This is an optimization exercise on Yosys and OpenROAD, whose aim is small area, not a production implementation. Function was checked by simulation only, so behaviour that the tests miss may differ from the original.

==> sierra: inputs <==
Design DDS, start of the top module:
module DDS(
    input                DAC_clk,
    input                rst_n,
    input                en,
    input         [31:0] FreqCntrl,
    input         [31:0] PhaseCntrl,
    input signed  [15:0] AmplCntrl,
    input                DataPathSelect,
    input         [31:0] DirectValue,
    output signed [15:0] SampleOut
    );
    reg [23:0] Accu;
    reg [9:0]  PhaseAddress;    
    reg [9:0]  AddrR;           
    reg [15:0] SampleMag;       
    reg        SampleNeg;
    reg [15:0] MultRes;         
    wire [23:0] AccuSum;        
    wire [9:0]  PhaseSum;       
    wire s1;
    wire c2;
    DDS_HA ha2 (.A(Accu[0]), .B(FreqCntrl[0]), .S(s1), .CO(c2));
    wire s3;
    wire c4;
    DDS_FA fa4 (.A(Accu[1]), .B(FreqCntrl[1]), .CI(c2), .S(s3), .CO(c4));
    wire s5;
    wire c6;
    DDS_FA fa6 (.A(Accu[2]), .B(FreqCntrl[2]), .CI(c4), .S(s5), .CO(c6));
    wire s7;
    wire c8;
    DDS_FA fa8 (.A(Accu[3]), .B(FreqCntrl[3]), .CI(c6), .S(s7), .CO(c8));
    wire s9;
    wire c10;
    DDS_FA fa10 (.A(Accu[4]), .B(FreqCntrl[4]), .CI(c8), .S(s9), .CO(c10));
    wire s11;
    wire c12;
    DDS_FA fa12 (.A(Accu[5]), .B(FreqCntrl[5]), .CI(c10), .S(s11), .CO(c12));
    wire s13;
    wire c14;
    DDS_FA fa14 (.A(Accu[6]), .B(FreqCntrl[6]), .CI(c12), .S(s13), .CO(c14));
    wire s15;
    wire c16;
    DDS_FA fa16 (.A(Accu[7]), .B(FreqCntrl[7]), .CI(c14), .S(s15), .CO(c16));
    wire s17;
    wire c18;
    DDS_FA fa18 (.A(Accu[8]), .B(FreqCntrl[8]), .CI(c16), .S(s17), .CO(c18));
    wire s19;
    wire c20;
    DDS_FA fa20 (.A(Accu[9]), .B(FreqCntrl[9]), .CI(c18), .S(s19), .CO(c20));
    wire s21;
    wire c22;
    DDS_FA fa22 (.A(Accu[10]), .B(FreqCntrl[10]), .CI(c20), .S(s21), .CO(c22));
    wire s23;
    wire c24;
    DDS_FA fa24 (.A(Accu[11]), .B(FreqCntrl[11]), .CI(c22), .S(s23), .CO(c24));
    wire s25;
    wire c26;
  ...
export LEC_CHECK = 0
export ABC_AREA = 1
export CAP_MARGIN = 10
export CORE_MARGIN = 2
export CORE_UTILIZATION = 55.0
export PLACE_DENSITY = 0.65
export SLEW_MARGIN = 10
export SYNTH_HIERARCHICAL = 1
export SYNTH_MEMORY_MAX_BITS = 262144
export SYNTH_MINIMUM_KEEP_SIZE = 0
create_clock -name core_clock -period 10.0 [get_ports {DAC_clk}]
standard.sh (not shown) runs the stock make flow with config.mk's settings and CLKGATE_MAP_FILE= SYNTH_SCRIPT=/design/flow/synth_recipe.tcl, a recipe that flattens the netlist after the stock synthesis.
==> flow/flow/run.sh <==
#!/bin/bash
# Layout flow: the standard synthesis, then the combinational logic of its netlist
# re-mapped by ABC with an area script (registers, full and half adders kept as they
# are, so every register keeps its name and cell), then the standard ORFS steps with
# - the port buffers made of the smallest buffer cell instead of the default clkdlybuf4s50_1,
# - clock tree synthesis without dummy load cells at the leaves.
# Each tool's output goes to a log file in this folder.
set -euo pipefail
ARGS=(
  BUFFER_PORTS_ARGS="-buffer_cell sky130_fd_sc_hd__buf_1"
  CTS_ARGS="-sink_clustering_enable -repair_clock_nets -dont_use_dummy_load -buf_list sky130_fd_sc_hd__clkbuf_8 -sink_clustering_size 20 -sink_clustering_max_diameter 100"
)
bash standard.sh "${ARGS[@]}" synth > flow_synth.log 2>&1

R=orfs/results/${FLOW_PLATFORM}/DDS/base
LIB=${FLOW_HOME}/platforms/${FLOW_PLATFORM}/lib/sky130_fd_sc_hd__tt_025C_1v80.lib
YOSYS=yosys
if [[ -x ${FLOW_HOME}/../tools/install/yosys/bin/yosys ]]; then
  YOSYS=${FLOW_HOME}/../tools/install/yosys/bin/yosys
fi
cp $R/1_2_yosys.v 1_2_yosys.standard.v
python3 flow/cellfunc.py "$LIB" cells_func.v > cellfunc.log 2>&1
DONTUSE=""
for c in $(sed -n 's/.*cell ("\(sky130_fd_sc_hd__\(lpflow\|probe\)[a-z0-9_]*\)").*/\1/p' "$LIB"); do
  DONTUSE="$DONTUSE -dont_use $c"
done
cat > resyn.ys <<EOT
read_verilog cells_func.v
read_liberty -lib -ignore_redef $LIB
read_verilog 1_2_yosys.standard.v
hierarchy -top ${FLOW_TOP}
flatten
hierarchy -top ${FLOW_TOP}
read_liberty -lib -ignore_redef $LIB
techmap
opt -purge
abc -liberty $LIB $DONTUSE -script $PWD/flow/resyn.abc
opt_clean -purge
setundef -zero
hilomap -singleton -hicell sky130_fd_sc_hd__conb_1 HI -locell sky130_fd_sc_hd__conb_1 LO
insbuf -buf sky130_fd_sc_hd__buf_1 A X
splitnets
opt_clean -purge
check -assert
stat -liberty $LIB
write_verilog -noattr -nohex -nodec 1_2_yosys.resyn.v
EOT
$YOSYS -s resyn.ys > resyn.log 2>&1
cp 1_2_yosys.resyn.v $R/1_2_yosys.v
touch $R/1_2_yosys.v

bash standard.sh "${ARGS[@]}" finish > flow_finish.log 2>&1
==> flow/flow/cellfunc.py <==
#!/usr/bin/env python3
"""Writes a Verilog model (one assign) of every single-output combinational cell of a
liberty file, except full/half adders, so yosys can re-map the standard synthesis's logic."""
import re, sys
lib = open(sys.argv[1]).read()
skip = ['__fa_', '__ha_', '__conb_', '__lpflow_', '__probe']
out = []
for c in re.split(r'\n\s*cell \(', lib)[1:]:
    name = re.match(r'"([^"]+)"', c).group(1)
    if any(x in name for x in skip) or re.search(r'\bff\s*\(|\blatch\s*\(|statetable', c):
        continue
    ins, outs, ok = [], [], True
    for p, body in re.findall(r'pin \("(\w+)"\)\s*\{(.*?)\n\s{8}\}', c, re.S):
        d = re.search(r'direction\s*:\s*"?(\w+)', body)
        if not d:
            continue
        if d.group(1) == 'input':
            ins.append(p)
        elif d.group(1) == 'output':
            f = re.search(r'function\s*:\s*"([^"]+)"', body)
            if not f or re.search(r'three_state', body):
                ok = False
                break
            outs.append((p, f.group(1)))
        else:
            ok = False
    if not ok or len(outs) != 1 or not ins:
        continue
    p, f = outs[0]
    e = f.replace('!', '~').replace('*', '&').replace('+', '|')
    e = re.sub(r'(\w)\s+(?=[\w(~])', r'\1 & ', e)
    e = re.sub(r'\)\s+(?=[\w(~])', r') & ', e)
    out.append("module %s(%s); %s output %s; assign %s = %s; endmodule" % (
        name, ", ".join(ins + [p]), " ".join("input %s;" % i for i in ins), p, p, e))
open(sys.argv[2], 'w').write("\n".join(out) + "\n")
==> flow/flow/resyn.abc <==
strash
&get -n
&dch
&nf -R 1000
&put
mfs2
strash
dch
map -a
mfs2
strash
dch
map -a
topo
==> harbor: changes against sierra <==
==> flow/flow/run.sh (replaced) <==
#!/bin/bash
# The standard layout (the standard.sh runs every ORFS step), with
# - the port buffers made of the smallest buffer cell instead of the default clkdlybuf4s50_1,
# - clock tree synthesis without dummy load cells at the leaves.
set -euo pipefail
bash standard.sh \
  BUFFER_PORTS_ARGS="-buffer_cell sky130_fd_sc_hd__buf_1" \
  CTS_ARGS="-sink_clustering_enable -repair_clock_nets -dont_use_dummy_load -buf_list sky130_fd_sc_hd__clkbuf_8 -sink_clustering_size 20 -sink_clustering_max_diameter 100" \
  finish > standard_flow.log 2>&1
removed: flow/flow/cellfunc.py
removed: flow/flow/resyn.abc
==> comparison table <==
quantity	harbor	sierra
Run status	timing/DRC/antenna clean	timing/DRC/antenna clean
Via-per-instance ratio	6.27	6.58
Worst path required time	10.26 ns	10.21 ns
Post-placement cell area	13300 um^2	12700 um^2
Start point of the critical path	FreqCntrl[0]	AmplCntrl[8]
Signal arrival time at the worst endpoint	8.50 ns	8.72 ns
Fraction of layout cells with a size suffix above 1	4.70%	4.14%
Die boundary height	156 um	149 um
Vias	13274	12455
Count of placed standard cells in the final layout, fillers left out	2116	1894
RePlAce Congestion	1.06	1.03
Most common cell after layout, fill and taps aside	sky130_fd_sc_hd__nand2_1	sky130_fd_sc_hd__clkinv_1
Worst flop-to-flop path startpoint	Accu[0]$_SDFF_PP0_	SampleMag[7]$_SDFF_PP0_
Final critical-path required period	8.25 ns	8.51 ns
Pre-Repair DR Iteration Count	6	8

## port drivers added, routing unchanged
The flow's constraints put no driver on any port. The routed layouts listed below were extracted and timed again, unchanged, in two steps. Step 1 sets driving cells, clkbuf_16 on the clock port and buf_2 on the other inputs (assumed; they add their load-dependent delay and slew). Step 2, shift: input delay + t, output delay - t, t = (earliest + latest rising clock arrival at the registers) / 2. This alone moves slack from input paths to output paths. a / b / c = ideal / step 1 / step 2; a / b = the first two.
run	t, ns	slack for setup (ns)	hold WS [ns]	latest minus earliest clock arrival (ns)	worst data-port slew with drivers (ns)
sierra	0.397	1.487 / 1.503 / 1.106	0.298 / 0.298 / 0.298	0.035 / 0.034	0.05
harbor	0.395	1.752 / 1.769 / 1.374	0.313 / 0.313 / 0.313	0.033 / 0.032	0.05
After both steps every run listed still meets setup and hold. The setup slack of sierra, which loses most, moves by +0.016 ns with the drivers and by -0.381 ns with both steps.
